This design comes from an exercise in tuning for small area, a short achievable clock period and few clock cycles per item on the open sky130 flow, not from production work.
In this exercise RTL edits were held to simulation tests only and were not proved equivalent to the original.

== job 3802 ==
==> flow/design.v (excerpt) <==
module ahb_lite_fir_filter(
    input clk,
          n_rst,
    input logic hsel,
    input logic [3:0] haddr,
    input logic hsize,
    input logic [1:0] htrans,
    input logic hwrite,
    input logic [15:0] hwdata,
    output logic [15:0] hrdata,
    output logic hresp
);
Size: roughly 2000 cells after synthesis, roughly 340 flip-flops, about 44 I/O pins.
==> flow/config.mk <==
export PLATFORM = sky130hd
export DESIGN_NAME = ahb_lite_fir_filter
export DESIGN_NICKNAME = ahb_lite_fir_filter
export VERILOG_FILES = /design/flow/design.v
export SDC_FILE = /design/flow/constraint.sdc
export NUM_CORES = 4
export LEC_CHECK = 0
export ABC_CLOCK_PERIOD_IN_PS = 5500
export CAP_MARGIN = 20
export CORE_MARGIN = 2
export CORE_UTILIZATION = 40
export SLEW_MARGIN = 20
==> flow/constraint.sdc <==
create_clock -name core_clock -period 12.0 [get_ports {clk}]
set_input_delay 2.4000 -clock core_clock [delete_from_list [all_inputs] [get_ports {clk}]]
set_output_delay 2.4000 -clock core_clock [all_outputs]
set_load 0.01 [all_outputs]
standard.sh (not shown) runs the stock make flow with config.mk's settings and CLKGATE_MAP_FILE= SYNTH_SCRIPT=/design/flow/synth_recipe.tcl, a recipe that flattens the netlist after the stock synthesis.
==> flow/flow/run.sh <==
#!/bin/bash
# The standard layout (its synthesis script, registers unchanged), with:
#  - no ABC pass inside yosys's generic synth before the adders are extracted
#    (SYNTH_ARGS=-noabc), so the hand-built adder trees reach extract_fa as
#    written, without inverters around every full adder; ABC still maps the
#    logic afterwards as usual,
#  - timing repair aimed at a setup slack margin (a shorter achieved period
#    than the 12 ns constraint), and
#  - port buffers of a regular buffer cell, and
#  - clock tree synthesis without dummy loads (capacitive cells that only balance
#    the tree).
# The clock and constraints are the standard flow's own.
set -euo pipefail
MARGIN=${MARGIN:-6.5}
bash standard.sh "SYNTH_ARGS=-noabc" "SETUP_SLACK_MARGIN=$MARGIN" \
    "BUFFER_PORTS_ARGS=-buffer_cell sky130_fd_sc_hd__buf_2" \
    "CTS_ARGS=-sink_clustering_enable -repair_clock_nets -dont_use_dummy_load -sink_clustering_size 30 -sink_clustering_max_diameter 100" finish > standard_flow.log 2>&1
Both conditions hold for job 3802: the flow ran to the end and the final layout passed the timing, DRC and antenna checks.
Testbench counts of job 3802, summed over its fixed seeds: cycles 2,064, samples 512.
### job 3802 -> job 2041
- swapping 40 for 60 in CORE_UTILIZATION
- putting PLACE_DENSITY at 0.75 where nothing was set
-- flow/flow/run.sh --
<<< job 3802, line 17
    "CTS_ARGS=-sink_clustering_enable -repair_clock_nets -dont_use_dummy_load -sink_clustering_size 30 -sink_clustering_max_diameter 100" finish > standard_flow.log 2>&1
>>> job 2041, line 17
    "CTS_ARGS=-sink_clustering_enable -repair_clock_nets -dont_use_dummy_load -buf_list {sky130_fd_sc_hd__clkbuf_4 sky130_fd_sc_hd__clkbuf_8}" finish > standard_flow.log 2>&1
--- outcome ---
Compare job 3802 and job 2041 | routed wire length on met3 higher: job 2041
Job 2041: number of buffers added by the clock tree synthesis step 38 above job 3802
Against job 3802, job 2041 reports a share of the core filled with cells in the final layout that is higher.
Job 2041 leaves less setup margin than job 3802.
Status: maximum buffer depth of the clock tree parity (job 3802, job 2041)
In job 2041 the wire length turned out about 4% lower than in job 3802.
Per the comparison of job 2041 with job 3802, post-CTS resize count now smaller.
Changes in job 2448 relative to job 2041:
- CORE_UTILIZATION now 40, was 60
- PLACE_DENSITY no longer set, was 0.75
-- flow/flow/run.sh --
<<< job 2041, line 9
#  - port buffers of a regular buffer cell, and
#  - clock tree synthesis without dummy loads (capacitive cells that only balance
#    the tree).
>>> job 2448, line 9
#  - port buffers of a regular buffer cell.
<<< job 2041, line 16
    "BUFFER_PORTS_ARGS=-buffer_cell sky130_fd_sc_hd__buf_2" \
    "CTS_ARGS=-sink_clustering_enable -repair_clock_nets -dont_use_dummy_load -buf_list {sky130_fd_sc_hd__clkbuf_4 sky130_fd_sc_hd__clkbuf_8}" finish > standard_flow.log 2>&1
>>> job 2448, line 14
    "BUFFER_PORTS_ARGS=-buffer_cell sky130_fd_sc_hd__buf_2" finish > standard_flow.log 2>&1
[summary]
In job 2448 relative to job 2041, clock-buffer cell count had gone down slightly. Job 2448 against job 2041: global-route usage over all layers decreased by 9.4 points relative to the old numbers, area added between synthesis and finish picked up an extra 3.7 points, critical path data required time picked up an extra 2840 ps, logic depth of the worst path, buffers included up 14, routed wire length moved up. Relative to job 2041, total buffers and inverters traversed by the critical path has gone down in job 2448. Worst-case setup margin in the final layout, job 2448 and job 2041: higher on job 2041.
## Diff of input files: job 4967 against job 2448
- swapping 40 for 70 in CORE_UTILIZATION
-- flow/flow/run.sh --
<<< job 2448, line 12
MARGIN=${MARGIN:-6.5}
>>> job 4967, line 12
MARGIN=${MARGIN:-6.8}
--- outcome ---
In the flow results for job 4967 and job 2448, the hold slack is smaller on job 4967. [compare] base=job 2448 new=job 4967: depth of the most critical reg-to-reg path higher. The higher global-route wire length before repair of job 4967 and job 2448 is in job 2448. Any difference in register area between job 2448 and job 4967 is small enough to ignore. Looking at part of the cycle the worst path needs, job 4967 sits 0.97 points below job 2448. Job 4967 drops more vias than job 2448.

* * *

Starting RTL as in the previous note.
export LEC_CHECK = 0
export ABC_CLOCK_PERIOD_IN_PS = 5500
export CAP_MARGIN = 20
export CORE_MARGIN = 2
export CORE_UTILIZATION = 40
export SLEW_MARGIN = 20
create_clock -name core_clock -period 12.0 [get_ports {clk}]
==> flow/flow/run.sh <==
#!/bin/bash
# The standard layout, with timing repair aimed at a setup slack margin
# (a shorter achieved period than the 12 ns constraint) and port buffers of a
# regular buffer cell. The clock and constraints are the standard flow's own.
set -euo pipefail
MARGIN=${MARGIN:-6.8}
bash standard.sh "SETUP_SLACK_MARGIN=$MARGIN" \
    "BUFFER_PORTS_ARGS=-buffer_cell sky130_fd_sc_hd__buf_2" finish > standard_flow.log 2>&1
Testbench counts at the start, summed over its fixed seeds: cycles 2,064, samples 512.
Edit:
==> flow/flow/run.sh (replaced) <==
#!/bin/bash
# The standard layout (its synthesis script, registers unchanged), with:
#  - no ABC pass inside yosys's generic synth before the adders are extracted
#    (SYNTH_ARGS=-noabc), so the hand-built adder trees reach extract_fa as
#    written, without inverters around every full adder; ABC still maps the
#    logic afterwards as usual,
#  - timing repair aimed at a setup slack margin (a shorter achieved period
#    than the 12 ns constraint), and
#  - port buffers of a regular buffer cell, and
#  - clock tree synthesis without dummy loads (capacitive cells that only balance
#    the tree).
# The clock and constraints are the standard flow's own.
set -euo pipefail
MARGIN=${MARGIN:-6.5}
bash standard.sh "SYNTH_ARGS=-noabc" "SETUP_SLACK_MARGIN=$MARGIN" \
    "BUFFER_PORTS_ARGS=-buffer_cell sky130_fd_sc_hd__buf_2" \
    "CTS_ARGS=-sink_clustering_enable -repair_clock_nets -dont_use_dummy_load -sink_clustering_size 22 -sink_clustering_max_diameter 100" finish > standard_flow.log 2>&1
Settings changed: CORE_UTILIZATION 40 to 60, PLACE_DENSITY set to 0.75.
Die area decreases by 35%; clock-buffer cell count decreases by 30.
Edit:
Settings changed: CORE_UTILIZATION 60 to 40, PLACE_DENSITY 0.75 to not set.
What happened:
- clock-buffer cell count does not change
- cell area increases by 0.55%
- sequential share of layout area decreases by 0.21 points
- first-iteration DRC count decreases by 28%
- wire length increases by 3.9%
- cell count increases by 10%
Edit:
==> flow/flow/run.sh (replaced) <==
#!/bin/bash
# The standard layout, with timing repair aimed at a setup slack margin
# (a shorter achieved period than the 12 ns constraint) and port buffers of a
# regular buffer cell. The clock and constraints are the standard flow's own.
set -euo pipefail
MARGIN=${MARGIN:-6.5}
bash standard.sh "SETUP_SLACK_MARGIN=$MARGIN" \
    "BUFFER_PORTS_ARGS=-buffer_cell sky130_fd_sc_hd__buf_2" finish > standard_flow.log 2>&1
Settings changed: CORE_UTILIZATION 40 to 70.
Routed wire length rose by a few percent.
Global-route usage climbs by 15 points.
Final area climbs by a few percent.
Utilization is higher by 35 points.
Setup slack got worse by 24 ps.
Clock-buffer cell count rises by 28.
First-iteration DRC count is higher by well over a third.

* * *

Setup of run A:
ahb_lite_fir_filter again, from the RTL that the note above started with.
## ahb_lite_fir_filter
module ahb_lite_fir_filter(
    input clk,
          n_rst,
    input logic hsel,
    input logic [3:0] haddr,
    input logic hsize,
    input logic [1:0] htrans,
    input logic hwrite,
    input logic [15:0] hwdata,
    output logic [15:0] hrdata,
    output logic hresp
);
Settings: LEC_CHECK=0, ABC_CLOCK_PERIOD_IN_PS=5500, CAP_MARGIN=20, CORE_MARGIN=2, CORE_UTILIZATION=55, SLEW_MARGIN=20; clock period 12.0 ns.
==> flow/flow/run.sh <==
#!/bin/bash
# The standard layout, with timing repair aimed at a setup slack margin
# (a shorter achieved period than the 12 ns constraint) and port buffers of a
# regular buffer cell. The clock and constraints are the standard flow's own.
set -euo pipefail
MARGIN=${MARGIN:-6.5}
bash standard.sh "SETUP_SLACK_MARGIN=$MARGIN" \
    "BUFFER_PORTS_ARGS=-buffer_cell sky130_fd_sc_hd__buf_2" finish > standard_flow.log 2>&1
Run A went all the way through the flow, and no timing, DRC or antenna check failed.
Testbench counts of run A, summed over its fixed seeds: cycles 2,064, samples 512.
Relative to run A, the following input files were edited for run B:
- CORE_UTILIZATION: 55 -> 40
==> flow/flow/run.sh <==
#!/bin/bash
# The standard layout (its synthesis script, registers unchanged), with:
#  - no ABC pass inside yosys's generic synth before the adders are extracted
#    (SYNTH_ARGS=-noabc), so the hand-built adder trees reach extract_fa as
#    written, without inverters around every full adder; ABC still maps the
#    logic afterwards as usual,
#  - timing repair aimed at a setup slack margin (a shorter achieved period
#    than the 12 ns constraint), and
#  - port buffers of a regular buffer cell, and
#  - clock tree synthesis without dummy loads (capacitive cells that only balance
#    the tree).
# The clock and constraints are the standard flow's own.
set -euo pipefail
MARGIN=${MARGIN:-6.5}
bash standard.sh "SYNTH_ARGS=-noabc" "SETUP_SLACK_MARGIN=$MARGIN" \
    "BUFFER_PORTS_ARGS=-buffer_cell sky130_fd_sc_hd__buf_2" \
    "CTS_ARGS=-sink_clustering_enable -repair_clock_nets -dont_use_dummy_load" finish > standard_flow.log 2>&1
==> comparison <==
What run A reported for placeable core region has to be multiplied by 1.3 to get the figure for run B.
What run B reported for synthesized area divided by synthesized cell count has to be multiplied by 0.941 to get the figure for run A.
Compared with run A, run B shows a lower global-route met2 utilization.
Relative to run A, run B degrades clock skew.
Compared with run A, area of the mapped netlist in run B decreased by a few percent.
Relative area change from synthesis to final layout (run B over run A): increase, 0.24 points
The clock insertion delay at the later pin of the skew report of run B and that of run A are within noise of each other.
Diff run A -> run B | worst hold slack | increase of 0.0043 ns
#### Input delta (run C over run B)
- CTS_BUF_LIST now sky130_fd_sc_hd__clkbuf_2 sky130_fd_sc_hd__clkbuf_4 sky130_fd_sc_hd__clkbuf_8, previously not set
- CTS_CLUSTER_SIZE now 30, previously not set
diff --git a/flow/flow/run.sh b/flow/flow/run.sh
--- a/flow/flow/run.sh
+++ b/flow/flow/run.sh
@@ -9,3 +9 @@
-#  - port buffers of a regular buffer cell, and
-#  - clock tree synthesis without dummy loads (capacitive cells that only balance
-#    the tree).
+#  - port buffers of a regular buffer cell.
@@ -16,2 +14 @@
-    "BUFFER_PORTS_ARGS=-buffer_cell sky130_fd_sc_hd__buf_2" \
-    "CTS_ARGS=-sink_clustering_enable -repair_clock_nets -dont_use_dummy_load" finish > standard_flow.log 2>&1
+    "BUFFER_PORTS_ARGS=-buffer_cell sky130_fd_sc_hd__buf_2" finish > standard_flow.log 2>&1
Notes after the runs:
- In the flow results for run C and run B, the share of cells above drive strength 1 is larger on run C.
- For minimum period implied by the final worst setup slack, run B and run C come out practically identical.
- Routed wire length: run B vs run C, no meaningful difference
- [compare] base=run B new=run C: count of clock-buffer cells in the layout went up, number of buffers outside the clock class in the layout saw a decrease, number of antenna violations at the first check in global routing flat.
- Run C: PASS, flow complete, no timing, DRC or antenna violations
- Compared with run B, in run C die span in x level; worst-case setup margin in the final layout stayed essentially flat; sequential share of cell area saw a decrease; number of hold buffers added after CTS comparable.

## static timing again, ports no longer ideal
The flow's constraints put no driver on any port. The routed layouts listed below were extracted and timed again, unchanged, in two steps.
Step 1 sets driving cells, clkbuf_16 on the clock port and buf_2 on the other inputs (assumed; they add their load-dependent delay and slew).
Step 2 adds t to the input delays and takes it off the output delays; t is the mean of the earliest and latest rising clock arrival at the registers after step 1. Input paths then give back, and output paths get back, about the clock's delay inside the block.
Slacks: ideal / step 1 / step 2; pairs: ideal / step 1.
| run | shift t [ns] | setup slack, ns | clock arrival spread, ns | worst data-port slew with drivers (ns) |
|---|---|---|---|---|
| job 3802 | 0.573 | 6.544 / 6.506 / 6.033 | 0.081 / 0.081 | 0.08 |
| job 2041 | 0.641 | 6.530 / 6.470 / 6.078 | 0.084 / 0.085 | 0.07 |
| job 2448 | 0.619 | 6.448 / 6.448 / 6.021 | 0.032 / 0.031 | 0.08 |
| job 4967 | 0.591 | 6.565 / 6.470 / 6.306 | 0.035 / 0.035 | 0.14 |
| the first run of note 2 | 0.617 | 6.526 / 6.442 / 6.273 | 0.025 / 0.025 | 0.13 |
| the second run of note 2 | 0.566 | 6.537 / 6.495 / 6.211 | 0.069 / 0.069 | 0.06 |
| the third run of note 2 | 0.597 | 6.539 / 6.501 / 6.013 | 0.061 / 0.062 | 0.08 |
| the fourth run of note 2 | 0.590 | 6.515 / 6.463 / 6.207 | 0.025 / 0.024 | 0.16 |
| run A | 0.604 | 6.534 / 6.425 / 6.108 | 0.020 / 0.020 | 0.15 |
| run B | 0.595 | 6.538 / 6.500 / 6.017 | 0.077 / 0.077 | 0.08 |
| run C | 0.707 | 6.536 / 6.498 / 5.913 | 0.044 / 0.044 | 0.08 |
After both steps every run listed still meets setup and hold. For run C, which loses most, drivers alone change the setup slack by -0.038 ns; drivers and shift together by -0.623 ns.
